What follows belongs to an exercise in optimizing a design on an open flow for small area; a production flow would make more cautious choices.
Where RTL was checked, it was by simulation tests only, not by an equivalence proof against the original.
For runs 4 to 6, only the layout was checked, not whether the RTL still works.
Power and IR drop assume default switching activity.

[design.v]
module char_decoder(
	input [3:0] IN,
	input [3:0] ROW,
	input [3:0] COL,
	output PIX
	);
	reg [15:0] line;
	always @(*) begin
		case ({IN, ROW})
			8'h13: line = 16'b0000011111100000;
			8'h14: line = 16'b0000000000100000;
			8'h15: line = 16'b0000000000100000;
			8'h16: line = 16'b0000000111100000;
			8'h17: line = 16'b0000000000100000;
			8'h18: line = 16'b0000000000100000;
			8'h19: line = 16'b0000000000100000;
			8'h1a: line = 16'b0000000000100000;
			8'h1b: line = 16'b0000000000100000;
			8'h1c: line = 16'b0000000000100000;
			8'h23: line = 16'b0000000111100000;
			8'h24: line = 16'b0000001000100000;
			8'h25: line = 16'b0000001000100000;
			8'h26: line = 16'b0000001000100000;
			8'h27: line = 16'b0000011111100000;
			8'h28: line = 16'b0000100000100000;
			8'h29: line = 16'b0000100000100000;
			8'h2a: line = 16'b0000100000100000;
			8'h2b: line = 16'b0000100000100000;
			8'h2c: line = 16'b0000011111100000;
			8'h33: line = 16'b0000001111000000;
			8'h34: line = 16'b0000010000100000;
			8'h35: line = 16'b0000000000100000;
			8'h36: line = 16'b0000000000100000;
			8'h37: line = 16'b0000001111000000;
			8'h38: line = 16'b0000010000000000;
			8'h39: line = 16'b0000010000000000;
			8'h3a: line = 16'b0000010000000000;
			8'h3b: line = 16'b0000010000100000;
			8'h3c: line = 16'b0000001111000000;
			8'h43: line = 16'b0000001111000000;
			8'h44: line = 16'b0000010000100000;
			8'h45: line = 16'b0000010000000000;
			8'h46: line = 16'b0000010000000000;
			8'h47: line = 16'b0000001000000000;
			8'h48: line = 16'b0000000100000000;
			8'h49: line = 16'b0000000010000000;
			8'h4a: line = 16'b0000000001000000;
			8'h4b: line = 16'b0000000000100000;
			8'h4c: line = 16'b0000011111100000;
			8'h53: line = 16'b0000001111000000;
			8'h54: line = 16'b0000010000100000;
			8'h55: line = 16'b0000010000000000;
			8'h56: line = 16'b0000010000000000;
			8'h57: line = 16'b0000001110000000;
			8'h58: line = 16'b0000010000000000;
			8'h59: line = 16'b0000010000000000;
			8'h5a: line = 16'b0000010000000000;
			8'h5b: line = 16'b0000010000100000;
			8'h5c: line = 16'b0000001111000000;
			8'h63: line = 16'b0000001111000000;
			8'h64: line = 16'b0000010000100000;
			8'h65: line = 16'b0000010000100000;
			8'h66: line = 16'b0000010000100000;
			8'h67: line = 16'b0000010000100000;
			8'h68: line = 16'b0000011111000000;
			8'h69: line = 16'b0000010000000000;
			8'h6a: line = 16'b0000010000000000;
			8'h6b: line = 16'b0000001000000000;
			8'h6c: line = 16'b0000000111000000;
			8'h73: line = 16'b0000111100010000;
			8'h74: line = 16'b0001000010011000;
			8'h75: line = 16'b0001000010010000;
			8'h76: line = 16'b0001000010010000;
			8'h77: line = 16'b0001000010010000;
			8'h78: line = 16'b0001000010010000;
			8'h79: line = 16'b0001000010010000;
			8'h7a: line = 16'b0001000010010000;
			8'h7b: line = 16'b0001000010010000;
			8'h7c: line = 16'b0000111100111000;
			8'h83: line = 16'b0000011111100000;
			8'h84: line = 16'b0000010000100000;
			8'h85: line = 16'b0000010000100000;
			8'h86: line = 16'b0000010000100000;
			8'h87: line = 16'b0000011111100000;
			8'h88: line = 16'b0000000000100000;
			8'h89: line = 16'b0000000000100000;
			8'h8a: line = 16'b0000000000100000;
			8'h8b: line = 16'b0000000000100000;
			8'h8c: line = 16'b0000000000100000;
			8'h93: line = 16'b0000000010000000;
			8'h94: line = 16'b0000000000110000;
			8'h95: line = 16'b0000000010000000;
			8'h96: line = 16'b0000000010000000;
			8'h97: line = 16'b0000000010000000;
			8'h98: line = 16'b0000000010000000;
			8'h99: line = 16'b0000000010000000;
			8'h9a: line = 16'b0000000010000000;
			8'h9b: line = 16'b0000000010000000;
			8'h9c: line = 16'b0000000111000000;
			8'ha3: line = 16'b0001000000010000;
			8'ha4: line = 16'b0001000000010000;
			8'ha5: line = 16'b0001000000010000;
			8'ha6: line = 16'b0001000000010000;
			8'ha7: line = 16'b0001000000010000;
			8'ha8: line = 16'b0001000100010000;
			8'ha9: line = 16'b0001000100010000;
			8'haa: line = 16'b0001000100010000;
			8'hab: line = 16'b0001000100010000;
			8'hac: line = 16'b0000111011100000;
			8'hb3: line = 16'b0000000111000000;
			8'hb4: line = 16'b0000000010000000;
			8'hb5: line = 16'b0000000010000000;
			8'hb6: line = 16'b0000000010000000;
			8'hb7: line = 16'b0000000010000000;
			8'hb8: line = 16'b0000000010000000;
			8'hb9: line = 16'b0000000010000000;
			8'hba: line = 16'b0000000010000000;
			8'hbb: line = 16'b0000000010000000;
			8'hbc: line = 16'b0000000111000000;
			8'hc3: line = 16'b0000010000100000;
			8'hc4: line = 16'b0000010001100000;
			8'hc5: line = 16'b0000010001100000;
			8'hc6: line = 16'b0000010010100000;
			8'hc7: line = 16'b0000010010100000;
			8'hc8: line = 16'b0000010100100000;
			8'hc9: line = 16'b0000010100100000;
			8'hca: line = 16'b0000011000100000;
			8'hcb: line = 16'b0000011000100000;
			8'hcc: line = 16'b0000010000100000;
			default: line = 16'd0;
		endcase
	end
	assign PIX = line[COL];
endmodule
module draw_board_datapath(
	input clk,
	input rst,
	input write,
	input update_x_y,
	input [5:0] draw_value,
	input [2:0] raw_x,
	input [2:0] raw_y,
	input [1:0] ph,
	input [2:0] mouse_x,
	input [2:0] mouse_y,
	input turn_player,
	output reg [7:0] x,
	output reg [6:0] y,
	output reg [2:0] colour,
	output reg plot,
	output reg [14:0] long_counter,
	output reg [7:0] counter,
	output reg [5:0] x_y_pos  
	);
	wire pix;
	char_decoder c_d1(.IN(draw_value[3:0]), .ROW(counter[7:4]), .COL(counter[3:0]), .PIX(pix));
	wire on_mouse = (mouse_x == x_y_pos[2:0]) && (mouse_y == x_y_pos[5:3]);
	wire on_raw = (raw_x == x_y_pos[2:0]) && (raw_y == x_y_pos[5:3]);
	wire lit = pix && (draw_value[5] == turn_player);
	wire [7:0] sq_x = 8'd1 + x_y_pos[2:0]*5'd17 + counter[3:0];
	wire [6:0] sq_y = 7'd1 + x_y_pos[5:3]*5'd17 + counter[7:4];
	always @(posedge clk) begin
		if (update_x_y)
			x_y_pos <= x_y_pos + 1'b1;
		else if (write) begin
			plot <= 1'b1;
			if (draw_value[4:0] == 5'b11000) begin
				x <= long_counter[7:0];
				y <= long_counter[14:8];
				colour <= 3'b111;
				long_counter <= long_counter + 1'b1;
			end else begin
				counter <= counter + 1'b1;
				if (draw_value[4:0] == 5'b11100) begin
					x <= 8'd138 + counter[3:0];
					y <= 7'd14 + counter[7:4];
					colour <= turn_player ? 3'b100 : 3'b001;
				end else begin
					x <= sq_x;
					y <= sq_y;
					if (draw_value[4:0] == 5'b00000)
						colour <= on_raw ? 3'b101 : 3'b000;
					else if (draw_value[4:0] == 5'b11111)
						colour <= 3'b111;
					else if (ph == 2'd1 && on_mouse)
						colour <= lit ? 3'b111 : 3'b010;
					else if (on_raw)
						colour <= lit ? 3'b111 : (draw_value[5] ? 3'b110 : 3'b011);
					else
						colour <= lit ? 3'b111 : (draw_value[5] ? 3'b100 : 3'b001);
				end
			end
		end
		if (rst) begin
			x_y_pos <= 6'd0;
			long_counter <= 15'd0;
			counter <= 8'd0;
			x <= 8'd0;
			y <= 7'd0;
			colour <= 3'd0;
			plot <= 1'b0;
		end
	end
endmodule
module draw_board_control(
	input clk,
	input rst,
	input [14:0] long_counter,
	input [7:0] counter,
	input [5:0] draw_sq,
	output reg write,
	output reg update_x_y,
	output reg [5:0] draw_value
	);
	reg [1:0] current_state, next_state;
	always @(posedge clk) begin
		case (current_state)
			2'd0: next_state <= 2'd1;
			2'd1: next_state <= (long_counter == 15'b1111111_10001000) ? 2'd2 : 2'd1;
			2'd2: next_state <= (counter == 8'hff) ? 2'd3 : 2'd2;
			2'd3: next_state <= 2'd2;
		endcase
		write <= (current_state == 2'd1) || (current_state == 2'd2);
		update_x_y <= (current_state == 2'd3);
		draw_value <= (current_state == 2'd2) ? draw_sq :
		              (current_state == 2'd1) ? 6'b011000 : 6'd0;
		current_state <= next_state;
		if (rst) begin
			next_state <= 2'd0;
			current_state <= 2'd0;
			write <= 1'b0;
			update_x_y <= 1'b0;
			draw_value <= 6'd0;
		end
	end
endmodule
module datapath(
	input clk,
	input rst,
	input [2:0] rx,
	input [2:0] ry,
	input [1:0] ph,
	input cmd,
	input [5:0] pos,
	output reg [2:0] mouse_x,
	output reg [2:0] mouse_y,
	output [5:0] win,
	output reg [5:0] tgt,
	output [4:0] atk,
	input [5:0] xy_pos,
	output [5:0] draw_sq
	);
	localparam [383:0] PRESET = {48'd0, 336'b100001_100010_000000_000000_000000_000000_000000_000000_100010_100011_000000_000000_000000_000000_000000_000000_100100_100100_000000_111111_111111_000000_000111_000110_100101_100111_000000_000000_000000_000000_000101_000101_100000_100000_000000_111111_111111_000000_000100_000100_000000_000000_000000_000000_000000_000000_000011_000010_000000_000000_000000_000000_000000_000000_000010_000001};
	reg [383:0] board;
	wire [383:0] board_n;
	wire [2:0] k3 = mouse_x + {mouse_x[1:0], 1'b0};
	wire [4:0] m4 = {1'b0, k3, 1'b0};
	assign win = board[m4 +: 6];
	wire copy_we = (ph == 2'd2) && !cmd;
	wire clr = ((ph == 2'd2) && cmd) || ((ph == 2'd3) && !cmd);
	wire [5:0] w0 = win & {6{~rst}};
	wire [5:0] w1 = win | {6{rst}};
	wire [5:0] wc0 = win & {6{~rst & ~clr}};
	wire [5:0] wc1 = (win & {6{~clr}}) | {6{rst}};
	genvar k, i;
	generate
		for (k = 0; k < 64; k = k + 1) begin : sq
			wire we = (copy_we && pos == k) || rst;
			for (i = 0; i < 6; i = i + 1) begin : b
				if (6*k + i < 20) begin : low
					wire hit = clr && (6*k + i >= m4) && (6*k + i < m4 + 6);
					assign board_n[6*k+i] = (we || hit) ? (PRESET[6*k+i] ? wc1[i] : wc0[i]) : board[6*k+i];
				end else begin : high
					assign board_n[6*k+i] = we ? (PRESET[6*k+i] ? w1[i] : w0[i]) : board[6*k+i];
				end
			end
		end
	endgenerate
	wire [5:0] rk = {ry, rx};
	wire [5:0] rd = board_n[6*rk +: 6];
	reg [4:0] atk_r;
	wire [5:0] mk = {mouse_y, mouse_x};
	assign atk = (mouse_y == 3'd0 && !mouse_x[2]) ? board[6*mouse_x + 1 +: 5] : atk_r;
	always @(posedge clk) begin
		board <= board_n;
		tgt <= rd;
		if (ph == 2'd0)
			atk_r <= rd[5:1];
		else if (copy_we && pos == mk)
			atk_r <= win[5:1];
		if (rst) begin
			mouse_x <= 3'd0;
			mouse_y <= 3'd0;
		end else if (ph == 2'd0) begin
			mouse_x <= rx;
			mouse_y <= ry;
		end
	end
	assign draw_sq = board[6*xy_pos +: 6];
endmodule
module control(
	input clk,
	input rst,
	input go,
	input back,
	input [2:0] rx,
	input [2:0] ry,
	input [2:0] mouse_x,
	input [2:0] mouse_y,
	input [5:0] tgt,
	input [4:0] atk,
	output reg [1:0] ph,
	output reg cmd,
	output reg turn_player,
	output reg [5:0] pos
	);
	reg [1:0] nph;
	wire [2:0] dx = (rx > mouse_x) ? rx - mouse_x : mouse_x - rx;
	wire [2:0] dy = (ry > mouse_y) ? ry - mouse_y : mouse_y - ry;
	wire [2:0] dsum = dx + dy;
	wire near = (dsum == 3'd1);
	wire empty = (tgt == 6'b000000);
	wire enemy = (tgt != 6'b111111) && (tgt[0] != turn_player);
	always @(posedge clk) begin
		pos <= {ry, rx};
		case (ph)
			2'd0: nph <= go ? 2'd1 : 2'd0;
			2'd1: begin
				if (back)
					nph <= 2'd0;
				else if (go) begin
					if (near && (empty || enemy)) begin
						nph <= 2'd2;
						cmd <= empty ? 1'b0 : ~(atk > tgt[5:1]);
					end
				end
				else
					nph <= 2'd1;
			end
			2'd2: nph <= 2'd3;
			2'd3: begin
				nph <= 2'd0;
				turn_player <= ~turn_player;
			end
		endcase
		if (rst) begin
			ph <= 2'd0;
			nph <= 2'd0;
			turn_player <= 1'b0;
			cmd <= 1'b0;
		end
		else
			ph <= nph;
	end
endmodule
module stratigo
	(
		CLOCK_50,
		KEY,
		SW,
		LEDR,
		PIX_X,
		PIX_Y,
		PIX_COLOUR,
		PIX_PLOT
	);
	input			CLOCK_50;
	input   [9:0]   SW;
	input   [3:0]   KEY;
	output  [17:0] LEDR;
	output	[7:0]	PIX_X;
	output	[6:0]	PIX_Y;
	output	[2:0]	PIX_COLOUR;
	output			PIX_PLOT;
	wire rst = ~KEY[2];
	wire go = ~KEY[1];
	wire back = ~KEY[0];
	wire [2:0] rx = SW[5:3];
	wire [2:0] ry = SW[2:0];
	wire [1:0] ph;           
	wire cmd;                
	wire turn_player;
	wire [2:0] mouse_x, mouse_y;
	wire [5:0] pos;          
	wire [5:0] win;          
	wire [5:0] tgt;          
	wire [4:0] atk;          
	wire [5:0] xy_pos;
	wire [5:0] draw_sq;      
	wire write, update_x_y;
	wire [5:0] draw_value;
	wire [14:0] long_counter;
	wire [7:0] counter;
	datapath d0(
		.clk(CLOCK_50), .rst(rst), .rx(rx), .ry(ry),
		.ph(ph), .cmd(cmd), .pos(pos),
		.mouse_x(mouse_x), .mouse_y(mouse_y),
		.win(win), .tgt(tgt), .atk(atk),
		.xy_pos(xy_pos), .draw_sq(draw_sq)
	);
	control c0(
		.clk(CLOCK_50), .rst(rst), .go(go), .back(back),
		.rx(rx), .ry(ry), .mouse_x(mouse_x), .mouse_y(mouse_y),
		.tgt(tgt), .atk(atk),
		.ph(ph), .cmd(cmd), .turn_player(turn_player), .pos(pos)
	);
	draw_board_control board_control(
		.clk(CLOCK_50), .rst(rst),
		.long_counter(long_counter), .counter(counter), .draw_sq(draw_sq),
		.write(write), .update_x_y(update_x_y), .draw_value(draw_value)
	);
	draw_board_datapath board_path(
		.clk(CLOCK_50), .rst(rst),
		.write(write), .update_x_y(update_x_y), .draw_value(draw_value),
		.raw_x(rx), .raw_y(ry), .ph(ph),
		.mouse_x(mouse_x), .mouse_y(mouse_y), .turn_player(turn_player),
		.x(PIX_X), .y(PIX_Y), .colour(PIX_COLOUR), .plot(PIX_PLOT),
		.long_counter(long_counter), .counter(counter), .x_y_pos(xy_pos)
	);
	assign LEDR[17:12] = win;
	assign LEDR[11:9] = mouse_x;
	assign LEDR[8:6] = mouse_y;
	assign LEDR[5:4] = 2'b00;
	assign LEDR[3] = turn_player;
	assign LEDR[2:0] = {ph[1], ~ph[1], ph[0]};
endmodule
[run.sh]
#!/bin/bash
# synth_recipe.tcl (not shown) runs the flow's synth.tcl, then flattens the netlist and writes it again
# the make line also repeats each setting of config.mk as NAME=value (left out here)
make -C /OpenROAD-flow-scripts/flow DESIGN_CONFIG=/design/flow/config.mk WORK_HOME=/design/flow/orfs CLKGATE_MAP_FILE= SYNTH_SCRIPT=/design/flow/synth_recipe.tcl finish
[config.mk]
export PLATFORM = sky130hd
export DESIGN_NAME = stratigo
export DESIGN_NICKNAME = stratigo
export VERILOG_FILES = /design/flow/design.v
export SDC_FILE = /design/flow/constraint.sdc
export NUM_CORES = 4
export LEC_CHECK = 0
export CAP_MARGIN = 20
export CORE_MARGIN = 2
export CORE_UTILIZATION = 40
export SLEW_MARGIN = 20
[constraint.sdc]
create_clock -name core_clock -period 10.0 [get_ports {CLOCK_50}]
set_input_delay 2.0000 -clock core_clock [delete_from_list [all_inputs] [get_ports {CLOCK_50}]]
set_output_delay 2.0000 -clock core_clock [all_outputs]
set_load 0.01 [all_outputs]
==> run notes, run 1 <==
status complete, no violations; CP Capture Type primary output; Fmax 0.1434 GHz; core outline area 0.07308 mm2; Final #Nets 3,269; clock buffer count from CTS 54; post-cts resize count 0; Max-Cap Viols 0; syn_area_per_cell 8.964 um2; WL final 128,700 um; GRT Total Usage 32.65%; Power Dens Cells 140.3 mW/mm2; CTS tree built; RSZ-0062 raised after global routing false; Worst Path Arrival 4970 ps; insertion delay to the later sink of the worst-skew pair 640 ps; root buf cell clkbuf_16; Die Area 0.07621 mm2; P_sw 1311 uW; leak pwr 0.01112 uW; # DRC 0; fin util 45.01%; Req. time, crit path 8000 ps; drt pass-1 iters 19; CP Class reg -> out; slew of the pin with the lowest slew margin 1214 ps; Worst slew margin 18.66%; num rows 99; Post-synth EDFFs 5; Cells after Synth 3,303; P&R area growth vs syn 11.11%; Hold Fails Final Rpt 0; largest net degree at the start of global routing 102; ANT nets after route 0; top cells by area, synth dfxtp_1, mux4_2, mux2i_1; dominant cell type by area after synthesis dfxtp_1; via/cell ratio 6.877; first-pass GRT wire length 186,800 um; Hold WS 430.5 ps; Comb pwr share 12.2%; crit share post-route 69.74%; sequential-to-total area share from yosys stat 32.15%; DR WL/cell 30.68 um; Post-synth top cells dfxtp_1, nor2_1, nand2_1, clkbuf_1, o21ai_0; Longest Clk Path Bufs 3; final setup vio count 0; H-tree Lvls 2; layout cells sized above 1 16.21%; top-count cell post-synth dfxtp_1; Initial Util 40.51%; Final Skew 21.83 ps; fin crit period 6974 ps; antenna violations before repair 13; vias in the first global route 26,380; VDD IR max 107.7 uV; TritonCTS Sinks 473; sw frac 28.42%; Top FF cell, synth dfxtp_1; async set or reset register ratio after synthesis 0%; number of vias in the routed layout 28,860; Yosys cell types 108; Mapped Area 0.02961 mm2; clk slew on worst S/H paths 70 ps; CP startpoint kind flop; GPL Wtd Cong 1.014; die width 276.1 um; clock power share 46.3%; setup TNS 0 ps; Hold-fix buffers, CTS 0; internal power 3303 uW; max-slew violations 0; Flop pwr share 41.5%; Synth Warn # 5; CP Max Fanout 39; hold crit path type reg -> reg; Overflow after GRT 0; post-synth top area share 31.64%; drt initial violations 4,090; #FFs+latches synth 473; Boundary Pins 52; hpwl dp 83,630 um; PortBufs 44; Post-CTS Setup Inserts 0; Die Span Y 276.1 um
-- layer usage --
metal  wire length (um)  part of all wire [%]  GRT usage (%)
met4               9149                   7.1          19.21
met3              19570                    15          13.20
met1              48560                    38          42.24
met2              51330                    40          45.52
met5                115                 0.089              0
-- through the flow --
| step | total power (uW) | instance area [um2] | worst slack, ps | instances |
|---|---|---|---|---|
| floorplan | 2274 | 29610 | 4560 | 3304 |
| global placement | 2485 | 30970 | 3809 | 4090 |
| detailed placement | 2485 | 30970 | 3696 | 4090 |
| CTS | 4587 | 32860 | 3035 | 4191 |
| global route | 4703 | 32880 | 2901 | 4191 |
| finish | 4614 | 32900 | 3026 | 4196 |
-- placed cells by master, fill, tap and decap left out, types with 14 or more instances in the layout --
| master | instances |
|---|---|
| a31oi_1 | 83 |
| nor3_2 | 30 |
| o22ai_1 | 44 |
| nor2b_1 | 24 |
| buf_4 | 138 |
| mux2_2 | 21 |
| inv_1 | 54 |
| o211a_1 | 16 |
| nand2_1 | 247 |
| clkdlybuf4s50_1 | 39 |
| a21o_1 | 16 |
| ha_1 | 56 |
| a211oi_1 | 155 |
| nor4_1 | 23 |
| or2_2 | 15 |
| xor2_1 | 31 |
| nand2b_1 | 26 |
| o211ai_1 | 45 |
| and2_1 | 35 |
| xnor2_1 | 30 |
| o221ai_1 | 28 |
| mux2i_1 | 115 |
| nor2_1 | 298 |
| clkbuf_16 | 55 |
| o311ai_0 | 14 |
| dfxtp_1 | 464 |
| mux4_2 | 161 |
| nand4_1 | 31 |
| and3_1 | 19 |
| nor3_1 | 69 |
| a21oi_1 | 181 |
| o31ai_1 | 16 |
| nand3_1 | 55 |
| o21ai_0 | 207 |
| clkbuf_8 | 22 |
-- sequential cells by signal, summed over array words and instances (netlist names), 6 cells and up --
register / flops
d0.board: 384
board_path.long_counter: 15
board_path.counter: 8
board_path.x: 8
board_path.y: 7
board_control.draw_value: 6
board_path.x_y_pos: 6
c0.pos: 6
d0.tgt: 6
-- power by group through the flow --
stage | clock network, uW | registers (uW) | logic (uW)
finish | 2140 | 1920 | 562
CTS | 2140 | 1920 | 530
detailed placement | 0 | 1960 | 528
global placement | 0 | 1960 | 528
floorplan | 0 | 1950 | 321
global route | 2210 | 1920 | 574
-- cell type report --
cell class / instances / area [um2]
well taps: 959 / 1200
flip-flops and latches: 473 / 9529
diodes: 5 / 12.51
inverters: 66 / 255.2
clock buffers: 85 / 1709
clock inverters: 16 / 183.9
fillers: 7001 / 40190
multi-input cells: 2412 / 18560
repair buffers: 180 / 1448
-- path summary, 6_finish.rpt --
check	from	cells past startpoint	slack (ps)	endpoint
worst max-delay path	d0.mouse_x[1]	7	3030	LEDR[17]
worst min-delay path	board_control.next_state[0]	1	430	board_control.current_state[0]
worst max register to register	d0.mouse_x[1]	13	3690	d0.atk_r[1]
worst min register to register	board_control.next_state[0]	1	430	board_control.current_state[0]
-- worst max-delay path: stages, from the launching register on --
cell and delay, ps:
dfxtp_1 690, inv_1 270, ha_2 500, buf_4 520
mux4_2 650, mux2i_4 550, inv_2 510, clkdlybuf4s50_1 620
-- cell families (layout without fill, tap and decap cells) --
family                   after synthesis  after routing  share of synthesized area, %
AND/OR/NAND/NOR                      973            973                         16.93
buffers and inverters                419            347                         5.794
flip-flops                           473            473                         32.15
XOR/XNOR                              62             62                         1.881
adder cells (fa/ha/maj)               69             69                         3.153
AO/OA/AOI/OAI                       1003           1003                         22.89
other                                  1              7                       0.01267
multiplexers                         303            303                         17.19
==> inputs of run 2 (changes only) <==
==> flow/run.sh (new file) <==
#!/bin/bash
# Standard ORFS layout, except that the combinational logic of the standard
# synthesis netlist is re-mapped by ABC with an area-oriented script before
# floorplanning. Registers (names, cell types) are left as the standard
# synthesis made them. Each tool's output goes to a log file in this folder.
set -euo pipefail
W=$PWD
R=$W/orfs/results/$FLOW_PLATFORM/stratigo/base
LIB=$FLOW_HOME/platforms/$FLOW_PLATFORM/lib/sky130_fd_sc_hd__tt_025C_1v80.lib

# 1. the standard synthesis, unchanged
bash standard.sh $R/1_2_yosys.v > $W/synth_standard.log 2>&1
cp $R/1_2_yosys.v $W/1_2_yosys.standard.v

# 2. re-map the combinational logic for area
subst() {
  sed -e "s|@LIB@|$LIB|g" -e "s|@IN@|$W/1_2_yosys.standard.v|g" -e "s|@OUT@|$R/1_2_yosys.v|g" \
      -e "s|@SCRIPT@|$W/flow/area.abc|g" -e "s|@STAT@|$W/reabc_stat.txt|g" \
      -e "s|@CELLS@|$W/cells_comb.v|g" "$1" > "$2"
}
subst $W/flow/mkcells.ys $W/mkcells.ys
subst $W/flow/reabc.ys $W/reabc.ys
yosys -s $W/mkcells.ys > $W/mkcells.log 2>&1
subst $W/flow/eqchk.ys $W/eqchk.ys
# keep the re-mapped netlist only if it is proven equivalent to the standard one
if ! { yosys -s $W/reabc.ys > $W/reabc.log 2>&1 && yosys -s $W/eqchk.ys > $W/eqchk.log 2>&1; }; then
  echo "re-mapping failed or not proven equivalent; using the standard netlist" > $W/reabc_fallback.txt
  cp $W/1_2_yosys.standard.v $R/1_2_yosys.v
fi

# 3. the rest of the standard flow, from the re-mapped netlist
bash standard.sh > $W/layout.log 2>&1
==> flow/area.abc (new file) <==
strash
dc2
dch -f
map -a
mfs2
strash
dc2
dch -f
map -a
mfs2
strash
dch -f
map -a
topo
==> flow/eqchk.ys (new file) <==
read_liberty -ignore_miss_func @LIB@
read_verilog @IN@
rename stratigo gold
read_verilog @OUT@
rename stratigo gate
hierarchy -check
flatten gold gate
opt_clean
equiv_make gold gate eq
hierarchy -top eq
equiv_simple -seq 2
equiv_induct
equiv_status -assert
==> flow/mkcells.ys (new file) <==
read_liberty -ignore_miss_func @LIB@
delete =sky130_fd_sc_hd__*df* =sky130_fd_sc_hd__*dl* =sky130_fd_sc_hd__conb_* =sky130_fd_sc_hd__*probe* =sky130_fd_sc_hd__lpflow_*
write_verilog -noattr @CELLS@
==> flow/reabc.ys (new file) <==
read_verilog @IN@
read_liberty -lib @LIB@
hierarchy -top stratigo
# turn the combinational cells back into logic; registers and tie cells stay
# the cells the standard synthesis made
techmap -map @CELLS@
opt_clean -purge
techmap
opt -fast
abc -liberty @LIB@ -script @SCRIPT@ -dont_use sky130_fd_sc_hd__lpflow_* -dont_use sky130_fd_sc_hd__probe_p_8 -dont_use sky130_fd_sc_hd__probec_p_8
opt_clean -purge
splitnets
opt_clean -purge
hilomap -singleton -hicell sky130_fd_sc_hd__conb_1 HI -locell sky130_fd_sc_hd__conb_1 LO
insbuf -buf sky130_fd_sc_hd__buf_4 A X
opt_clean -purge
tee -o @STAT@ stat -liberty @LIB@
check -assert -mapped
write_verilog -noattr -nohex -nodec @OUT@
==> standard.sh (new file) <==
#!/bin/bash
# synth_recipe.tcl (not shown) runs the flow's synth.tcl, then flattens the netlist and writes it again
# the make line also repeats each setting of config.mk as NAME=value (left out here)
make -C /OpenROAD-flow-scripts/flow DESIGN_CONFIG=/design/flow/config.mk WORK_HOME=/design/flow/orfs CLKGATE_MAP_FILE= SYNTH_SCRIPT=/design/flow/synth_recipe.tcl "${@:-finish}"
removed: run.sh
==> run notes, run 2 <==
Hold-fix buffers, CTS 0 (unchanged); drt initial violations 4,227 (+3.3%); commonest non-fill, non-tap cell in the layout dfxtp_1; worst r2r src d0.mouse_x[1]; DR WL/cell 29.42 um (-4.1%); post-cts resize count 0 (unchanged); max-slew violations 0 (unchanged); Power Dens Cells 167.1 mW/mm2 (+19%); Die Area 0.05999 mm2 (-21%); num rows 88 (-11%); Hold WS 400.2 ps (-30.27 ps); RSZ-0062 raised after global routing false; fin util 47.01% (+2.0 points); Total Power 4525 uW (-1.9%); slew of the pin with the lowest slew margin 1256 ps (+42.80 ps); r2r setup slk 3150 ps (-540 ps); worst path cell trace clkinv_1, nor2_1, nor2_1, clkinv_1, nand2_1, nor2_1, clkinv_1, o221ai_1, nand2_2, buf_4, nor2_1, clkinv_1, o21ai_0, a21oi_1, o41ai_1, o31ai_1, o311ai_0, buf_4, nand2_1, o21ai_0; vias in the first global route 25,740 (-2.4%); CP Max Fanout 49 (+26%); Final Skew 32.37 ps (+10.54 ps); Finished Cell Area 0.02707 mm2 (-18%); Initial Util 40.32% (-0.19 points); drt pass-1 iters 6 (-13); crit share post-route 68.46% (-1.3 points); largest net degree at the start of global routing 90 (-12%); Largest regs d0.board (384), board_path.long_counter (15); Biggest register d0.board; hold crit path type reg -> reg; first-pass GRT wire length 175,600 um (-6.0%); ANT nets after route 0 (unchanged); Die Span Y 244.9 um (-11%); crit path buf inv count 6 (+2); max reg flops 384 (unchanged); delay-heaviest family, CP compound AO/OA/AOI/OAI gates; Filler Cells Inserted 5,701 (-19%); FF-to-FF End d0.atk_r[3]; GPL Wtd Cong 1.076 (+6.1%); insertion delay to the later sink of the worst-skew pair 650 ps (about the same); Overflow after GRT 0 (unchanged); P&R area growth vs syn 16.59%; Hold Crit Depth 2 (+1); Synth Warn # 5 (unchanged); WL final 122,100 um (-5.1%); Worst Min Path Start board_control.next_state[0]; number of vias in the routed layout 27,510 (-4.7%); layout cells sized above 1 6.006% (-10 points); Final #Nets 3,351 (+2.5%); VDD IR max 148.5 uV (+38%); clock buffer count from CTS 54 (unchanged); CP startpoint kind flop; root buf cell clkbuf_16; final setup vio count 0 (unchanged); leak pwr 0.008946 uW (-20%); Endpoint, Worst Hold board_control.current_state[0]; area post-placement 0.02515 mm2 (-19%); Boundary Pins 52 (unchanged); # DRC 0 (unchanged); most frequent cells in the layout dfxtp_1, nor2_1, o21ai_0; die width 244.9 um (-11%); CP Capture Type flop; setup TNS 0 ps (unchanged); CP max stage cell nor2_1; Hold Fails Final Rpt 0 (unchanged); Worst R2R Path Depth 20 (+7); Worst Path Arrival 7320 ps (+2350 ps); fin crit period 6846 ps (-127.1 ps); Worst slew margin 15.94% (-2.7 points); via/cell ratio 6.629 (-3.6%); TritonCTS Sinks 473 (unchanged); status complete, no violations; GRT Total Usage 39.68% (+7.0 points); Longest Clk Path Bufs 3 (unchanged); Post-CTS Setup Inserts 0 (unchanged); clk slew on worst S/H paths 60 ps (about the same); Cells after Synth 3,178 (-3.8%); syn_area_per_cell 7.306 um2 (-18%); CP Class reg -> reg; antenna violations before repair 3 (-10); Max-Cap Viols 0 (unchanged); Req. time, crit path 10,470 ps (+2470 ps); Mapped Area 0.02322 mm2 (-22%); H-tree Lvls 2 (unchanged); Crit path largest cell delay 840 ps (+150 ps); CTS tree built; Fmax 0.1461 GHz (+1.9%); PortBufs 44 (unchanged); hpwl dp 81,920 um (-2.0%); core outline area 0.05759 mm2 (-21%)
run 2: metrics by stage:
| step | cells | setup slack, ps |
|---|---|---|
| detailed placement | 4044 | 3030 |
| finish | 4150 | 3154 |
| global placement | 4044 | 3020 |
| floorplan | 3179 | 1998 |
| CTS | 4144 | 3464 |
| global route | 4145 | 3142 |
run 2: tightest hold or removal path, cell delays in order, from the launching register on:
cell and delay [ps]:
dfxtp_1 300, clkinv_1 40, nor2_1 30
run 2: metal layers:
layer | up-vias | global-route usage, % | routed length (um)
met5 | - | 0 | 13
met4 | 2 | 25.86 | 9243
met3 | 506 | 13.43 | 17280
met2 | 2188 | 56.62 | 49540
met1 | 12800 | 50.76 | 46030
li1 | 12010 | - | -
run 2: layout make-up:
type / instances / area [um2] / area share (%)
Inverter: 324 / 1221 / 4.511
Sequential cell: 473 / 9520 / 35.17
Antenna cell: 5 / 12.51 / 0.04622
Clock inverter: 21 / 294.0 / 1.086
Timing Repair Buffer: 119 / 1015 / 3.748
Multi-Input combinational cell: 2364 / 12440 / 45.97
Clock buffer: 79 / 1607 / 5.935
Tap cell: 765 / 957.2 / 3.536
run 2: worst max path at each step:
| stage | from | to | cells past startpoint |
|---|---|---|---|
| finish | d0.mouse_x[1] | d0.atk_r[3] | 20 |
| global route | d0.mouse_x[1] | LEDR[13] | 13 |
| CTS | d0.mouse_x[0] | LEDR[13] | 13 |
| detailed placement | SW[4] | d0.atk_r[4] | 15 |
| global placement | SW[4] | d0.atk_r[4] | 15 |
| floorplan | d0.mouse_x[0] | LEDR[13] | 13 |
run 2: where the power goes:
part / switching (uW) / total, uW / internal (uW)
logic: 342 / 441 / 99.0
clock network: 874 / 2160 / 1290
registers: 15.2 / 1920 / 1900
==> inputs of run 3 (changes only) <==
--- a/design.v
+++ b/design.v
@@ -245,49 +245,84 @@
 	output reg [2:0] mouse_x,
 	output reg [2:0] mouse_y,
 	output [5:0] win,
-	output reg [5:0] tgt,
+	output [5:0] tgt,
 	output [4:0] atk,
 	input [5:0] xy_pos,
+	input update_x_y,
 	output [5:0] draw_sq
 	);
 	localparam [383:0] PRESET = {48'd0, 336'b100001_100010_000000_000000_000000_000000_000000_000000_100010_100011_000000_000000_000000_000000_000000_000000_100100_100100_000000_111111_111111_000000_000111_000110_100101_100111_000000_000000_000000_000000_000101_000101_100000_100000_000000_111111_111111_000000_000100_000100_000000_000000_000000_000000_000000_000000_000011_000010_000000_000000_000000_000000_000000_000000_000010_000001};
-	reg [383:0] board;
-	wire [383:0] board_n;
+	reg [23:0] fixed;        
+	wire [23:0] fixed_n;
+	reg [359:0] ring;        
+	wire [359:0] ring_n;
+	reg [5:0] s;             
 	wire [2:0] k3 = mouse_x + {mouse_x[1:0], 1'b0};
 	wire [4:0] m4 = {1'b0, k3, 1'b0};
-	assign win = board[m4 +: 6];
+	assign win = fixed[m4 +: 6];
 	wire copy_we = (ph == 2'd2) && !cmd;
 	wire clr = ((ph == 2'd2) && cmd) || ((ph == 2'd3) && !cmd);
 	wire [5:0] w0 = win & {6{~rst}};
 	wire [5:0] w1 = win | {6{rst}};
 	wire [5:0] wc0 = win & {6{~rst & ~clr}};
 	wire [5:0] wc1 = (win & {6{~clr}}) | {6{rst}};
+	function [5:0] slot_of;
+		input [5:0] k;
+		input [5:0] s0;
+		begin
+			slot_of = (k >= s0) ? k - s0 : k - s0 + 6'd60;
+		end
+	endfunction
+	wire pos_ring = (pos[5:2] != 4'd0);
+	wire [5:0] pos_slot = slot_of(pos, s);
+	wire [7:0] wr_hi, wr_lo;
+	genvar h;
+	generate
+		for (h = 0; h < 8; h = h + 1) begin : pdec
+			assign wr_hi[h] = (copy_we && pos_ring && pos_slot[5:3] == h) || rst;
+			assign wr_lo[h] = (pos_slot[2:0] == h) || rst;
+		end
+	endgenerate
 	genvar k, i;
 	generate
-		for (k = 0; k < 64; k = k + 1) begin : sq
+		for (k = 0; k < 4; k = k + 1) begin : fsq
 			wire we = (copy_we && pos == k) || rst;
 			for (i = 0; i < 6; i = i + 1) begin : b
 				if (6*k + i < 20) begin : low
 					wire hit = clr && (6*k + i >= m4) && (6*k + i < m4 + 6);
-					assign board_n[6*k+i] = (we || hit) ? (PRESET[6*k+i] ? wc1[i] : wc0[i]) : board[6*k+i];
+					assign fixed_n[6*k+i] = (we || hit) ? (PRESET[6*k+i] ? wc1[i] : wc0[i]) : fixed[6*k+i];
 				end else begin : high
-					assign board_n[6*k+i] = we ? (PRESET[6*k+i] ? w1[i] : w0[i]) : board[6*k+i];
+					assign fixed_n[6*k+i] = we ? (PRESET[6*k+i] ? w1[i] : w0[i]) : fixed[6*k+i];
 				end
 			end
 		end
+		for (k = 0; k < 60; k = k + 1) begin : rsq
+			wire we = wr_hi[((k + 1) % 60) / 8] & wr_lo[((k + 1) % 60) % 8];
+			for (i = 0; i < 6; i = i + 1) begin : b
+				assign ring_n[6*k+i] = we ? (PRESET[6*(k+4)+i] ? w1[i] : w0[i]) : ring[6*(((k + 1) % 60))+i];
+			end
+		end
 	endgenerate
-	wire [5:0] rk = {ry, rx};
-	wire [5:0] rd = board_n[6*rk +: 6];
+	wire [5:0] rd = pos_ring ? ring[6*pos_slot +: 6] : fixed[6*pos[1:0] +: 6];
+	assign tgt = rd;
+	reg was_turn;
 	reg [4:0] atk_r;
 	wire [5:0] mk = {mouse_y, mouse_x};
-	assign atk = (mouse_y == 3'd0 && !mouse_x[2]) ? board[6*mouse_x + 1 +: 5] : atk_r;
+	assign atk = (mouse_y == 3'd0 && !mouse_x[2]) ? fixed[6*mouse_x + 1 +: 5] :
+	             was_turn ? rd[5:1] : atk_r;
+	reg [5:0] cur, nxt;
+	wire [5:0] xy1 = xy_pos + 1'b1;
+	wire [5:0] nxt_n = (copy_we && pos == xy1) ? win : (s == xy1) ? ring[5:0] : nxt;
+	assign draw_sq = (xy_pos[5:2] == 4'd0) ? fixed[6*xy_pos[1:0] +: 6] : cur;
 	always @(posedge clk) begin
-		board <= board_n;
-		tgt <= rd;
-		if (ph == 2'd0)
-			atk_r <= rd[5:1];
-		else if (copy_we && pos == mk)
+		fixed <= fixed_n;
+		ring <= ring_n;
+		s <= (rst || s == 6'd63) ? 6'd4 : s + 1'b1;
+		was_turn <= (ph == 2'd0);
+		if (copy_we && pos == mk)
 			atk_r <= win[5:1];
+		else if (was_turn)
+			atk_r <= rd[5:1];
 		if (rst) begin
 			mouse_x <= 3'd0;
 			mouse_y <= 3'd0;
@@ -295,8 +330,12 @@
 			mouse_x <= rx;
 			mouse_y <= ry;
 		end
+		nxt <= nxt_n;
+		if (update_x_y)
+			cur <= nxt_n;
+		else if (copy_we && pos == xy_pos)
+			cur <= win;
 	end
-	assign draw_sq = board[6*xy_pos +: 6];
 endmodule
 module control(
 	input clk,
@@ -396,7 +435,7 @@
 		.ph(ph), .cmd(cmd), .pos(pos),
 		.mouse_x(mouse_x), .mouse_y(mouse_y),
 		.win(win), .tgt(tgt), .atk(atk),
-		.xy_pos(xy_pos), .draw_sq(draw_sq)
+		.xy_pos(xy_pos), .update_x_y(update_x_y), .draw_sq(draw_sq)
 	);
 	control c0(
 		.clk(CLOCK_50), .rst(rst), .go(go), .back(back),
==> run notes, run 3 <==
status complete, no violations; post-cts resize count 0 (unchanged); Biggest register d0.ring; Synth Warn # 5 (unchanged); CP Class reg -> reg; Filler Cells Inserted 5,194 (-8.9%); clock power share 34.4% (-13 points); drt pass-1 iters 6 (unchanged); Crit path largest cell delay 650 ps (-190 ps); Die Area 0.05388 mm2 (-10%); DP Cell Count 3,433 (-15%); core outline area 0.05141 mm2 (-11%); most frequent cells in the layout nand2_1, o21ai_0, dfxtp_1; hpwl dp 50,330 um (-39%); Hold-fix buffers, CTS 0 (unchanged); leak pwr 0.008758 uW (-2.1%); CP Capture Type flop; max-slew violations 0 (unchanged); fin crit period 6452 ps (-394.7 ps); commonest non-fill, non-tap cell in the layout nand2_1; CP Max Fanout 14 (-71%); die width 232.1 um (-5.2%); Cells after Synth 2,701 (-15%); area post-placement 0.02221 mm2 (-12%); P&R area growth vs syn 14.59%; PortBufs 44 (unchanged); # DRC 0 (unchanged); TritonCTS Sinks 486 (+2.7%); DR WL/cell 20.55 um (-30%); drt initial violations 1,918 (-55%); crit path buf inv count 5 (-1); Largest regs d0.ring (360), d0.fixed (24), board_path.long_counter (15); slew of the pin with the lowest slew margin 1064 ps (-191.8 ps); final setup vio count 0 (unchanged); clock buffer count from CTS 51 (-5.6%); Flop pwr share 46.2% (+3.8 points); Max-Cap Viols 0 (unchanged); num rows 83 (-5.7%); Overflow after GRT 0 (unchanged); syn_area_per_cell 7.707 um2 (+5.5%); Worst slew margin 28.28% (+12 points); Req. time, crit path 10,530 ps (+60 ps); CP max stage cell nor2_1; hold crit path type reg -> reg; Post-Layout Cell Count 3,523 (-15%); P_sw 1698 uW (+38%); CTS tree built; WL final 72,390 um (-41%); Hold Fails Final Rpt 0 (unchanged); Post-CTS Setup Inserts 0 (unchanged); Die Span Y 232.1 um (-5.2%); largest net degree at the start of global routing 57 (-37%); GPL Wtd Cong 0.9964 (-7.4%); Comb pwr share 19.4% (+9.6 points); ANT nets after route 0 (unchanged); H-tree Lvls 2 (unchanged); via/cell ratio 5.812 (-12%); sw frac 31.24% (+4.0 points); antenna violations before repair 0 (-3); Finished Cell Area 0.02385 mm2 (-12%); delay-heaviest family, CP simple AND/OR/NAND/NOR gates; first-pass GRT wire length 112,800 um (-36%); Mapped Area 0.02082 mm2 (-10%); CP startpoint kind flop; layout cells sized above 1 4.256% (-1.7 points); VDD IR max 149.9 uV (+0.97%); number of vias in the routed layout 20,480 (-26%); internal power 3738 uW (+13%); Total Power 5436 uW (+20%); insertion delay to the later sink of the worst-skew pair 590 ps (-60 ps); root buf cell clkbuf_16; crit share post-route 64.52% (-3.9 points); register area 0.01003 mm2 (+5.3%); Initial Util 40.49% (+0.17 points); setup TNS 0 ps (unchanged); Boundary Pins 52 (unchanged); multi-input gate area in the final layout 0.009791 mm2 (-21%); Final #Nets 2,821 (-16%); GRT Total Usage 26.74% (-13 points); Most common cell on crit path nor2_1; Final Skew 18.46 ps (-13.90 ps); max reg flops 360 (-6.3%); Fmax 0.1550 GHz (+6.1%); antenna cells 0 (-5); clk slew on worst S/H paths 60 ps (about the same); vias in the first global route 19,250 (-25%); RSZ-0062 raised after global routing false; Worst Path Arrival 6980 ps (-340 ps); Longest Clk Path Bufs 3 (unchanged); Power Dens Cells 227.9 mW/mm2 (+36%)
-- run 3: per-stage QoR --
stage | hold slack (ps) | setup WS [ps] | utilization, %
final | 403.2 | 3548 | 46.40
after global routing | 427.2 | 2855 | 46.40
after CTS | 403.6 | 3672 | 46.40
after detailed placement | 394.1 | 3708 | 43.20
after global placement | 387.0 | 3864 | 43.19
after floorplan | 383.3 | 3344 | -
-- run 3: layer usage --
metal | vias up | global-route usage [%] | part of all wire [%]
li1 | 9736 | - | -
met1 | 9789 | 35.87 | 43
met2 | 795 | 43.26 | 46
met3 | 157 | 4.003 | 6.9
met4 | 0 | 10.42 | 3.6
met5 | - | 0 | 0
-- run 3: path summary, 6_finish.rpt --
check / start / endpoint / slack, ps / cells past startpoint
hold reg to reg: board_control.next_state[0] / board_control.current_state[0] / 400 / 2
setup / recovery: d0.s[0] / c0.cmd / 3550 / 29
setup reg to reg: d0.s[0] / c0.cmd / 3550 / 29
hold / removal: board_control.next_state[0] / board_control.current_state[0] / 400 / 2
-- run 3: power groups by stage --
stage | clock [uW] | combinational (uW) | sequential (uW)
2_1_floorplan | 0 | 677 | 2480
3_3_place_gp | 0 | 1020 | 2540
3_5_place_dp | 0 | 1040 | 2540
4_1_cts | 1900 | 1040 | 2510
5_1_grt | 1990 | 1180 | 2550
6_report | 1870 | 1050 | 2510
-- run 3: layout make-up --
type	instances	share of cell area, %
flip-flops and latches	486	42.05
well taps	680	3.567
clock buffers	80	6.546
clock inverters	10	0.3410
repair buffers	73	2.738
multi-input cells	1958	41.05
inverters	236	3.714
-- run 3: tightest hold or removal path: stages, from the launching register on --
cell	delay [ps]
dfxtp_1	300
clkinv_1	40
nor2_1	30
==> inputs of run 4 (changes only) <==
--- a/design.v
+++ b/design.v
@@ -257,6 +257,9 @@
 	reg [359:0] ring;        
 	wire [359:0] ring_n;
 	reg [5:0] s;             
+	reg fix;                 
+	reg pend;                
+	reg [5:0] pend_slot;     
 	wire [2:0] k3 = mouse_x + {mouse_x[1:0], 1'b0};
 	wire [4:0] m4 = {1'b0, k3, 1'b0};
 	assign win = fixed[m4 +: 6];
@@ -266,6 +269,10 @@
 	wire [5:0] w1 = win | {6{rst}};
 	wire [5:0] wc0 = win & {6{~rst & ~clr}};
 	wire [5:0] wc1 = (win & {6{~clr}}) | {6{rst}};
+	wire [5:0] wr00 = win & {6{~rst & ~fix}};
+	wire [5:0] wr11 = win | {6{rst | fix}};
+	wire [5:0] wr10 = rst ? 6'b111111 : fix ? 6'b000000 : win;
+	wire [5:0] wr01 = rst ? 6'b000000 : fix ? 6'b111111 : win;
 	function [5:0] slot_of;
 		input [5:0] k;
 		input [5:0] s0;
@@ -275,15 +282,14 @@
 	endfunction
 	wire pos_ring = (pos[5:2] != 4'd0);
 	wire [5:0] pos_slot = slot_of(pos, s);
-	wire [7:0] wr_hi, wr_lo;
-	genvar h;
+	wire copy_ring = copy_we && pos_ring;
+	wire [29:0] ev_we;
+	genvar k, i;
 	generate
-		for (h = 0; h < 8; h = h + 1) begin : pdec
-			assign wr_hi[h] = (copy_we && pos_ring && pos_slot[5:3] == h) || rst;
-			assign wr_lo[h] = (pos_slot[2:0] == h) || rst;
+		for (k = 0; k < 30; k = k + 1) begin : ewe
+			assign ev_we[k] = (copy_ring && pos_slot == 2*k + 1) || (pend && pend_slot == 2*k + 1) || rst || fix;
 		end
 	endgenerate
-	genvar k, i;
 	generate
 		for (k = 0; k < 4; k = k + 1) begin : fsq
 			wire we = (copy_we && pos == k) || rst;
@@ -297,13 +303,20 @@
 			end
 		end
 		for (k = 0; k < 60; k = k + 1) begin : rsq
-			wire we = wr_hi[((k + 1) % 60) / 8] & wr_lo[((k + 1) % 60) % 8];
 			for (i = 0; i < 6; i = i + 1) begin : b
-				assign ring_n[6*k+i] = we ? (PRESET[6*(k+4)+i] ? w1[i] : w0[i]) : ring[6*(((k + 1) % 60))+i];
+				if (k % 2 == 0) begin : ev
+					localparam P0 = PRESET[6*(k+4)+i];
+					localparam P1 = PRESET[6*(((k + 1) % 60) + 4)+i];
+					wire wd = P0 ? (P1 ? wr11[i] : wr10[i]) : (P1 ? wr01[i] : wr00[i]);
+					assign ring_n[6*k+i] = ev_we[k/2] ? wd : ring[6*(k+1)+i];
+				end else begin : od
+					assign ring_n[6*k+i] = ring[6*((k + 1) % 60)+i];
+				end
 			end
 		end
 	endgenerate
-	wire [5:0] rd = pos_ring ? ring[6*pos_slot +: 6] : fixed[6*pos[1:0] +: 6];
+	wire [5:0] rd = !pos_ring ? fixed[6*pos[1:0] +: 6] :
+	                (pend && pend_slot == pos_slot) ? win : ring[6*pos_slot +: 6];
 	assign tgt = rd;
 	reg was_turn;
 	reg [4:0] atk_r;
@@ -318,6 +331,9 @@
 		fixed <= fixed_n;
 		ring <= ring_n;
 		s <= (rst || s == 6'd63) ? 6'd4 : s + 1'b1;
+		fix <= rst;
+		pend <= copy_ring && !pos_slot[0] && !rst;
+		pend_slot <= (pos_slot == 6'd0) ? 6'd59 : pos_slot - 1'b1;
 		was_turn <= (ph == 2'd0);
 		if (copy_we && pos == mk)
 			atk_r <= win[5:1];
--- a/config.mk
+++ b/config.mk
@@ -8,4 +8,7 @@
 export CAP_MARGIN = 20
 export CORE_MARGIN = 2
 export CORE_UTILIZATION = 40
+export CTS_BUF_LIST = sky130_fd_sc_hd__clkbuf_16
+export CTS_CLUSTER_DIAMETER = 60
+export CTS_CLUSTER_SIZE = 25
 export SLEW_MARGIN = 20
==> run notes, run 4 <==
DR WL/cell 21.23 um (+3.3%); Finished Cell Area 0.02306 mm2 (-3.3%); Cells after Synth 2,487 (-7.9%); Synth Warn # 5 (unchanged); Die Area 0.05232 mm2 (-2.9%); core outline area 0.04997 mm2 (-2.8%); Boundary Pins 52 (unchanged); Die Span Y 228.7 um (-1.5%); GRT Total Usage 26.10% (-0.64 points); most frequent cells in the layout nand2_1, dfxtp_1, o21ai_0; root buf cell clkbuf_16; worst r2r src c0.pos[1]; insertion delay to the later sink of the worst-skew pair 600 ps (about the same); Overflow after GRT 0 (unchanged); CP Capture Type primary output; Max-Cap Viols 0 (unchanged); P&R area growth vs syn 14.15%; commonest non-fill, non-tap cell in the layout nand2_1; Filler Cells Inserted 4,899 (-5.7%); CP Max Fanout 15 (+1); PortBufs 44 (unchanged); via/cell ratio 5.813 (about the same); largest net degree at the start of global routing 69 (+21%); Worst R2R Path Depth 29 (unchanged); P_sw 1600 uW (-5.8%); r2r setup slk 3310 ps (-240 ps); Worst Path Arrival 5350 ps (-1630 ps); Critical Path Start d0.mouse_x[0]; final setup vio count 0 (unchanged); hpwl dp 48,780 um (-3.1%); CP endpoint LEDR[13]; Mapped Area 0.02020 mm2 (-3.0%); Biggest register d0.ring; Fmax 0.1361 GHz (-12%); RSZ-0062 raised after global routing false; WL final 69,830 um (-3.5%); crit share post-route 73.50% (+9.0 points); leak pwr 0.008419 uW (-3.9%); ANT nets after route 0 (unchanged); internal power 3320 uW (-11%); setup TNS 0 ps (unchanged); Largest regs d0.ring (360), d0.fixed (24), board_path.long_counter (15); Final #Nets 2,603 (-7.7%); multi-input gate area in the final layout 0.009186 mm2 (-6.2%); clock buffer count from CTS 38 (-25%); Req. time, crit path 8000 ps (-2530 ps); CTS tree built; CP startpoint kind flop; post-cts resize count 0 (unchanged); sw frac 32.52% (+1.3 points); area post-placement 0.02164 mm2 (-2.5%); TritonCTS Sinks 494 (+1.6%); Post-CTS Setup Inserts 0 (unchanged); fin crit period 7350 ps (+897.8 ps); Total Power 4920 uW (-9.5%); die width 228.7 um (-1.5%); syn_area_per_cell 8.123 um2 (+5.4%); Power Dens Cells 213.4 mW/mm2 (-6.4%); antenna violations before repair 1 (+1); layout cells sized above 1 4.700% (+0.44 points); FF-to-FF End c0.nph[0]; status complete, no violations; hold crit path type reg -> reg; slew of the pin with the lowest slew margin 1137 ps (+72.75 ps); vias in the first global route 18,030 (-6.3%); # DRC 0 (unchanged); VDD IR max 138.0 uV (-7.9%); Hold WS 344.8 ps (-58.35 ps); Post-Layout Cell Count 3,289 (-6.6%); drt pass-1 iters 6 (unchanged); Hold Fails Final Rpt 0 (unchanged); max reg flops 360 (unchanged); Longest Clk Path Bufs 3 (unchanged); first-pass GRT wire length 107,500 um (-4.7%); Flop pwr share 48.6% (+2.4 points); number of vias in the routed layout 19,120 (-6.6%); H-tree Lvls 2 (unchanged); clk slew on worst S/H paths 90 ps (+30 ps); max-slew violations 0 (unchanged); antenna cells 0 (unchanged); Hold-fix buffers, CTS 0 (unchanged); CP Class reg -> out; drt initial violations 1,924 (+0.31%); GPL Wtd Cong 0.9522 (-4.4%); DP Cell Count 3,218 (-6.3%); Initial Util 40.43% (-0.062 points); num rows 82 (-1.2%); Final Skew 35.97 ps (+17.51 ps); clock power share 34.1% (-0.3 points); Worst slew margin 24.18% (-4.1 points); Comb pwr share 17.3% (-2.1 points); register area 0.01019 mm2 (+1.6%)
-- run 4: layer usage --
| layer | wire length [um] | GRT usage [%] |
|---|---|---|
| met2 | 32650 | 43.17 |
| met4 | 2467 | 9.743 |
| met5 | 0 | 0 |
| met1 | 29680 | 34.48 |
| met3 | 5038 | 3.905 |
-- run 4: layout make-up --
cell class,instances,share of cell area (%)
well taps,672,3.646
repair buffers,81,3.104
multi-input cells,1774,39.84
inverters,199,3.239
clock buffers,38,4.124
clock inverters,31,1.861
flip-flops and latches,494,44.19
-- run 4: worst min-delay path by stage --
stage              endpoint  slack [ps]  depth (start not counted)    startpoint
3_3_place_gp    d0.ring[19]         330                          0   d0.ring[25]
4_1_cts        d0.ring[335]         350                          0  d0.ring[341]
5_1_grt        d0.ring[200]         350                          0  d0.ring[206]
2_1_floorplan  d0.ring[176]         330                          0  d0.ring[182]
6_report       d0.ring[335]         340                          0  d0.ring[341]
3_5_place_dp   d0.ring[249]         340                          0  d0.ring[255]
-- run 4: through the flow --
stage	worst slack [ps]	utilization [%]
after floorplan	3739	-
after global placement	3265	43.28
after detailed placement	3447	43.32
after CTS	2828	46.08
after global routing	2442	46.15
final	2650	46.15
-- run 4: critical path, stage by stage (launching register included) --
cell and delay (ps):
dfxtp_1 770, clkinv_1 570, nor2_1 510, nor2_1 280, clkinv_1 110, nor2_1 70
a21oi_1 190, nand2_1 260, clkinv_1 260, nand2_1 130, o221ai_1 160, nand2_1 70
nand2_1 350, clkinv_1 440, clkdlybuf4s50_1 600
-- run 4: power groups by stage --
| stage | registers, uW | clock network (uW) | logic [uW] |
|---|---|---|---|
| floorplan | 2380 | 0 | 531 |
| global placement | 2430 | 0 | 819 |
| detailed placement | 2430 | 0 | 829 |
| CTS | 2390 | 1700 | 834 |
| global route | 2420 | 1790 | 927 |
| finish | 2390 | 1680 | 851 |
==> inputs of run 5 (changes only) <==
--- a/config.mk
+++ b/config.mk
@@ -8,7 +8,7 @@
 export CAP_MARGIN = 20
 export CORE_MARGIN = 2
 export CORE_UTILIZATION = 40
-export CTS_BUF_LIST = sky130_fd_sc_hd__clkbuf_16
+export CTS_BUF_LIST = sky130_fd_sc_hd__clkbuf_8
 export CTS_CLUSTER_DIAMETER = 60
-export CTS_CLUSTER_SIZE = 25
+export CTS_CLUSTER_SIZE = 16
 export SLEW_MARGIN = 20
==> run notes, run 5 <==
status complete, no violations; final setup margin 2618 ps (-32.59 ps); Boundary Pins 52 (unchanged); commonest non-fill, non-tap cell in the layout nand2_1; post-cts resize count 0 (unchanged); slew of the pin with the lowest slew margin 1104 ps (-32.83 ps); P&R area growth vs syn 11.30%; Post-CTS Setup Inserts 0 (unchanged); CP startpoint kind flop; H-tree Lvls 2 (unchanged); Hold Fails Final Rpt 0 (unchanged); via/cell ratio 5.844 (+0.53%); Synth Warn # 5 (unchanged); FF-to-FF End c0.cmd; num rows 82 (unchanged); PortBufs 44 (unchanged); Largest regs d0.ring (360), d0.fixed (24), board_path.long_counter (15); Power Dens Cells 195.7 mW/mm2 (-8.3%); clock buffer count from CTS 42 (+11%); GRT Total Usage 26.08% (about the same); max reg flops 360 (unchanged); fin crit period 7382 ps (+32.59 ps); antenna violations before repair 1 (unchanged); r2r setup slk 3250 ps (-60 ps); final setup vio count 0 (unchanged); hold crit path type reg -> reg; GPL Wtd Cong 0.9522 (unchanged); clk slew on worst S/H paths 100 ps (about the same); setup TNS 0 ps (unchanged); worst r2r src c0.pos[1]; Fmax 0.1355 GHz (-0.44%); die width 228.7 um (unchanged); WL final 70,230 um (+0.57%); Biggest register d0.ring; max-slew violations 0 (unchanged); Req. time, crit path 8000 ps (about the same); Cells after Synth 2,487 (unchanged); syn_area_per_cell 8.123 um2 (unchanged); Longest Clk Path Bufs 3 (unchanged); Worst slew margin 26.37% (+2.2 points); TritonCTS Sinks 494 (unchanged); drt pass-1 iters 6 (unchanged); Final Skew 48.24 ps (+12.27 ps); Max-Cap Viols 0 (unchanged); RSZ-0062 raised after global routing false; layout cells sized above 1 4.478% (-0.22 points); hpwl dp 48,780 um (unchanged); CP Class reg -> out; Initial Util 40.43% (unchanged); Final #Nets 2,609 (+0.23%); Die Span Y 228.7 um (unchanged); DR WL/cell 21.37 um (+0.64%); first-pass GRT wire length 107,400 um (-0.10%); CTS tree built; Total Power 4401 uW (-11%); Critical Path Start d0.mouse_x[0]; Worst Path Arrival 5380 ps (+30 ps); Crit path largest cell delay 770 ps (about the same); pre-CTS setup slack 3447 ps (unchanged); Overflow after GRT 0 (unchanged); most frequent cells in the layout nand2_1, dfxtp_1, o21ai_0; VDD IR max 124.0 uV (-10%); CP Capture Type primary output; CP Max Fanout 15 (unchanged); fin util 45.00% (-1.1 points); Mapped Area 0.02020 mm2 (unchanged); core outline area 0.04997 mm2 (unchanged); worst path cell trace clkinv_1, nor2_1, nor2_1, clkinv_1, nor2_1, a21oi_1, nand2_1, clkinv_1, nand2_1, o22ai_1, nand2_1, nand2_1, clkinv_1, clkdlybuf4s50_1; Die Area 0.05232 mm2 (unchanged); Worst R2R Path Depth 30 (+3.4%); vias in the first global route 18,100 (+0.39%); number of vias in the routed layout 19,210 (+0.47%); Filler Cells Inserted 4,984 (+1.7%); CP endpoint LEDR[15]; drt initial violations 2,034 (+5.7%); crit share post-route 73.82% (+0.33 points); insertion delay to the later sink of the worst-skew pair 660 ps (+60 ps); CP max stage cell dfxtp_1; ANT nets after route 0 (unchanged); leak pwr 0.008176 uW (-2.9%); # DRC 0 (unchanged); largest net degree at the start of global routing 69 (unchanged); Hold-fix buffers, CTS 0 (unchanged); root buf cell clkbuf_8
## run 5: cell count changes in the layout (fill, tap and decap cells not counted), moves of 2 or more
cell / previous run / this run
clkbuf_16: 38 / 0
clkbuf_4: 1 / 3
clkbuf_8: 0 / 45
clkinv_1: 201 / 199
clkinv_16: 2 / 0
clkinv_2: 1 / 3
diode_2: 0 / 2
inv_1: 1 / 5
inv_12: 7 / 1
inv_6: 6 / 2
inv_8: 5 / 1
## run 5: area by class of cell
| cell class | count | area [um2] | share of cell area, % |
|---|---|---|---|
| diodes | 2 | 5.005 | 0.02226 |
| clock buffers | 45 | 619.3 | 2.754 |
| clock inverters | 18 | 166.4 | 0.7401 |
| inverters | 199 | 747.0 | 3.322 |
| multi-input cells | 1774 | 9186 | 40.85 |
| flip-flops and latches | 494 | 10190 | 45.32 |
| well taps | 672 | 840.8 | 3.739 |
| repair buffers | 83 | 730.7 | 3.250 |
## run 5: how the worst min path moves through the flow
stage / startpoint / end / slack, ps / cells after the start
global placement: d0.ring[25] / d0.ring[19] / 330 / 0
finish: d0.ring[134] / d0.ring[128] / 340 / 0
global route: d0.ring[324] / d0.ring[318] / 360 / 0
floorplan: d0.ring[182] / d0.ring[176] / 330 / 0
detailed placement: d0.ring[255] / d0.ring[249] / 340 / 0
CTS: d0.ring[134] / d0.ring[128] / 340 / 0
## run 5: worst max-delay path, delay by kind of cell (launching register included)
| family | cells | cell delay (ps) |
|---|---|---|
| AO/OA/AOI/OAI | 2 | 320 |
| buffers and inverters | 5 | 1890 |
| flip-flops | 1 | 770 |
| AND/OR/NAND/NOR | 7 | 1760 |
## run 5: routing by layer
layer / vias to the layer above / global-route usage [%] / share of wire [%]
met2: 837 / 43.32 / 47
met5: - / 0 / 0
li1: 9071 / - / -
met3: 160 / 3.905 / 6.8
met4: 0 / 9.293 / 3.5
met1: 9141 / 34.48 / 43
## run 5: per-stage QoR
step	instances	hold slack (ps)	instance area, um2
2_1_floorplan	2488	330.8	20210
3_3_place_gp	3215	334.0	21620
3_5_place_dp	3218	336.5	21640
4_1_cts	3281	338.7	22430
5_1_grt	3285	356.5	22480
6_report	3287	337.9	22490
## run 5: power by group
group          switching (uW)  internal (uW)  total [uW]  leakage [uW]
Combinational             592            262         855       0.00363
Clock                     700            457        1160      0.000421
Sequential                152           2240        2390       0.00413
Total                    1440           2960        4400       0.00818
==> inputs of run 6 (changes only) <==
--- a/flow/run.sh
+++ b/flow/run.sh
@@ -29,4 +29,5 @@
 fi
 
 # 3. the rest of the standard flow, from the re-mapped netlist
-bash standard.sh > $W/layout.log 2>&1
+# port buffers: the smallest buffer cell
+bash standard.sh "BUFFER_PORTS_ARGS=-buffer_cell sky130_fd_sc_hd__buf_1" finish > $W/layout.log 2>&1
==> run notes, run 6 <==
leak pwr 0.008028 uW (-1.8%); Power Dens Cells 197.1 mW/mm2 (+0.70%); Post-Layout Cell Count 3,278 (-0.27%); Worst slew margin 22.38% (-4.0 points); Worst R2R Path Depth 26 (-13%); worst r2r src c0.pos[1]; layout cells sized above 1 4.336% (-0.14 points); P&R area growth vs syn 9.662%; fin util 44.34% (-0.66 points); most frequent cells in the layout nand2_1, dfxtp_1, o21ai_0; slew of the pin with the lowest slew margin 1164 ps (+59.84 ps); Final #Nets 2,603 (-0.23%); final setup vio count 0 (unchanged); FF-to-FF End c0.nph[0]; Max-Cap Viols 0 (unchanged); P_sw 1425 uW (-1.3%); antenna violations before repair 2 (+1); Req. time, crit path 8000 ps (about the same); Cells after Synth 2,487 (unchanged); Boundary Pins 52 (unchanged); die width 228.7 um (unchanged); Hold-fix buffers, CTS 0 (unchanged); VDD IR max 110.0 uV (-11%); WL final 69,850 um (-0.55%); DP Cell Count 3,210 (-0.25%); hpwl dp 49,010 um (+0.47%); Crit path largest cell delay 780 ps (about the same); Mapped Area 0.02020 mm2 (unchanged); Initial Util 40.43% (unchanged); crit path buf inv count 5 (unchanged); GRT Total Usage 26.05% (-0.027 points); Synth Warn # 5 (unchanged); post-cts resize count 0 (unchanged); commonest non-fill, non-tap cell in the layout nand2_1; Endpoint, Worst Hold d0.ring[43]; insertion delay to the later sink of the worst-skew pair 650 ps (about the same); Worst Path Arrival 5050 ps (-330 ps); first-pass GRT wire length 107,200 um (-0.19%); RSZ-0062 raised after global routing false; CTS tree built; via/cell ratio 5.865 (+0.35%); sw frac 32.63% (-0.18 points); Overflow after GRT 0 (unchanged); max-slew violations 0 (unchanged); root buf cell clkbuf_8; clock buffer count from CTS 41 (-2.4%); hold crit path type reg -> reg; num rows 82 (unchanged); TritonCTS Sinks 494 (unchanged); fin crit period 7045 ps (-336.8 ps); clock power share 26.2% (about the same); Largest regs d0.ring (360), d0.fixed (24), board_path.long_counter (15); Longest Clk Path Bufs 3 (unchanged); Die Area 0.05232 mm2 (unchanged); antenna cells 0 (-2); status complete, no violations; CP Class reg -> out; H-tree Lvls 2 (unchanged); Biggest register d0.ring; CP Capture Type primary output; # DRC 0 (unchanged); PortBufs 44 (unchanged); Worst Min Path Start d0.ring[49]; Post-CTS Setup Inserts 0 (unchanged); delay-heaviest family, CP simple AND/OR/NAND/NOR gates; worst path cell trace clkinv_1, nor2_1, nor2_1, clkinv_1, nor2_1, a21oi_1, nand2_1, clkinv_1, nand2_1, o22ai_1, nand2_1, nand2_1, clkinv_1, buf_1; crit share post-route 70.45% (-3.4 points); setup TNS 0 ps (unchanged); GPL Wtd Cong 0.9656 (+1.4%); syn_area_per_cell 8.123 um2 (unchanged); clk slew on worst S/H paths 110 ps (about the same); DR WL/cell 21.31 um (-0.28%); drt pass-1 iters 6 (unchanged); Hold Crit Depth 0 (unchanged); Die Span Y 228.7 um (unchanged); Flop pwr share 54.8% (+0.5 points); drt initial violations 1,921 (-5.6%); CP Max Fanout 15 (unchanged); CP startpoint kind flop; number of vias in the routed layout 19,220 (+0.078%); area post-placement 0.02133 mm2 (-1.5%); ANT nets after route 0 (unchanged); Finished Cell Area 0.02215 mm2 (-1.5%); vias in the first global route 18,150 (+0.30%); largest net degree at the start of global routing 70 (+1.4%); max reg flops 360 (unchanged); Fmax 0.1419 GHz (+4.8%); CP max stage cell dfxtp_1; internal power 2942 uW (-0.51%); Final Skew 59.39 ps (+11.15 ps); core outline area 0.04997 mm2 (unchanged); Total Power 4367 uW (-0.78%); r2r setup slk 3420 ps (+170 ps); Comb pwr share 19.0% (-0.4 points); Hold Fails Final Rpt 0 (unchanged)
## run 6: cell type report
class                   count  area, um2
clock inverters            15      145.1
fillers                  5080      27810
flip-flops and latches    494      10190
multi-input cells        1774       9174
inverters                 199      747.0
well taps                 672      840.8
repair buffers             78      424.2
clock buffers              46      633.1
## run 6: power by group through the flow
stage	Combinational (uW)	Clock, uW	Sequential [uW]
floorplan	531	0	2380
global placement	794	0	2430
detailed placement	805	0	2430
CTS	809	1170	2390
global route	904	1240	2420
finish	830	1140	2390
## run 6: worst register-to-register path, stage by stage (launching register included)
cell and delay (ps):
dfxtp_1 530, clkinv_1 180, nor2_1 200, nor2_1 100
nor2_1 100, clkinv_1 90, nand2_1 90, clkinv_1 80
nand2_1 60, nand2_1 230, nor2_1 240, clkinv_1 520
nor3_1 550, clkinv_1 110, o21ai_0 210, buf_4 240
clkinv_1 150, nor2_1 770, o21ai_0 340, o311a_2 270
a32oi_1 200, nand2_1 150, o311ai_0 340, o211ai_1 180
nand4_1 130, a211oi_1 80, a2111oi_0 330
## run 6: per-stage QoR
stage	hold slack (ps)	setup WS, ps
after floorplan	330.8	3739
after global placement	333.2	3761
after detailed placement	336.4	3682
after CTS	319.4	3065
after global routing	338.2	2746
final	319.1	2955
## run 6: worst max-delay path by stage
stage | start | endpoint | slack (ps) | depth (start not counted)
2_1_floorplan | c0.pos[0] | c0.nph[0] | 3740 | 20
3_3_place_gp | d0.mouse_x[0] | LEDR[14] | 3760 | 14
3_5_place_dp | c0.pos[1] | c0.nph[0] | 3680 | 26
4_1_cts | d0.mouse_x[0] | LEDR[14] | 3070 | 14
5_1_grt | d0.mouse_x[0] | LEDR[14] | 2750 | 14
6_report | d0.mouse_x[0] | LEDR[15] | 2950 | 14
## run 6: metal layers
| metal | track usage (%) | share of wire [%] |
|---|---|---|
| met2 | 43.44 | 47 |
| met5 | 0 | 0.024 |
| met3 | 3.668 | 6.8 |
| met1 | 34.61 | 43 |
| met4 | 8.885 | 3.2 |

[re-timing with driven ports]
The flow's constraints put no driver on any port. The routed layouts listed below were extracted and timed again, unchanged, in two steps. Step 1 assumes that a clkbuf_16 drives the clock port and a buf_2 every other input. Step 2 times the ports against the registers' clock, not the clock port: input delays grow and output delays shrink by t, the midpoint of the rising clock arrivals with the driver on. Three values: ideal ports, drivers, drivers and shift; two values: the first two.
run | shift t [ns] | slack for setup (ns) | hold WS [ns] | worst register clock-pin slew, ns | worst slew at a driven data input, ns
run 1 | 0.704 | 3.026 / 2.959 / 3.456 | 0.430 / 0.430 / 0.430 | 0.07 / 0.07 | 0.04
run 2 | 0.690 | 3.154 / 3.154 / 2.642 | 0.400 / 0.400 / 0.400 | 0.07 / 0.07 | 0.04
run 3 | 0.647 | 3.548 / 3.548 / 3.548 | 0.403 / 0.403 / 0.403 | 0.06 / 0.06 | 0.04
run 4 | 0.641 | 2.650 / 2.593 / 3.234 | 0.345 / 0.345 / 0.345 | 0.09 / 0.09 | 0.04
run 5 | 0.687 | 2.618 / 2.564 / 3.249 | 0.338 / 0.338 / 0.338 | 0.10 / 0.10 | 0.04
run 6 | 0.668 | 2.955 / 2.903 / 3.416 | 0.319 / 0.319 / 0.319 | 0.11 / 0.11 | 0.04
After both steps setup and hold are still met in every run listed. The setup slack of run 2, which loses most, moves by 0.000 ns with the drivers and by -0.512 ns with both steps.
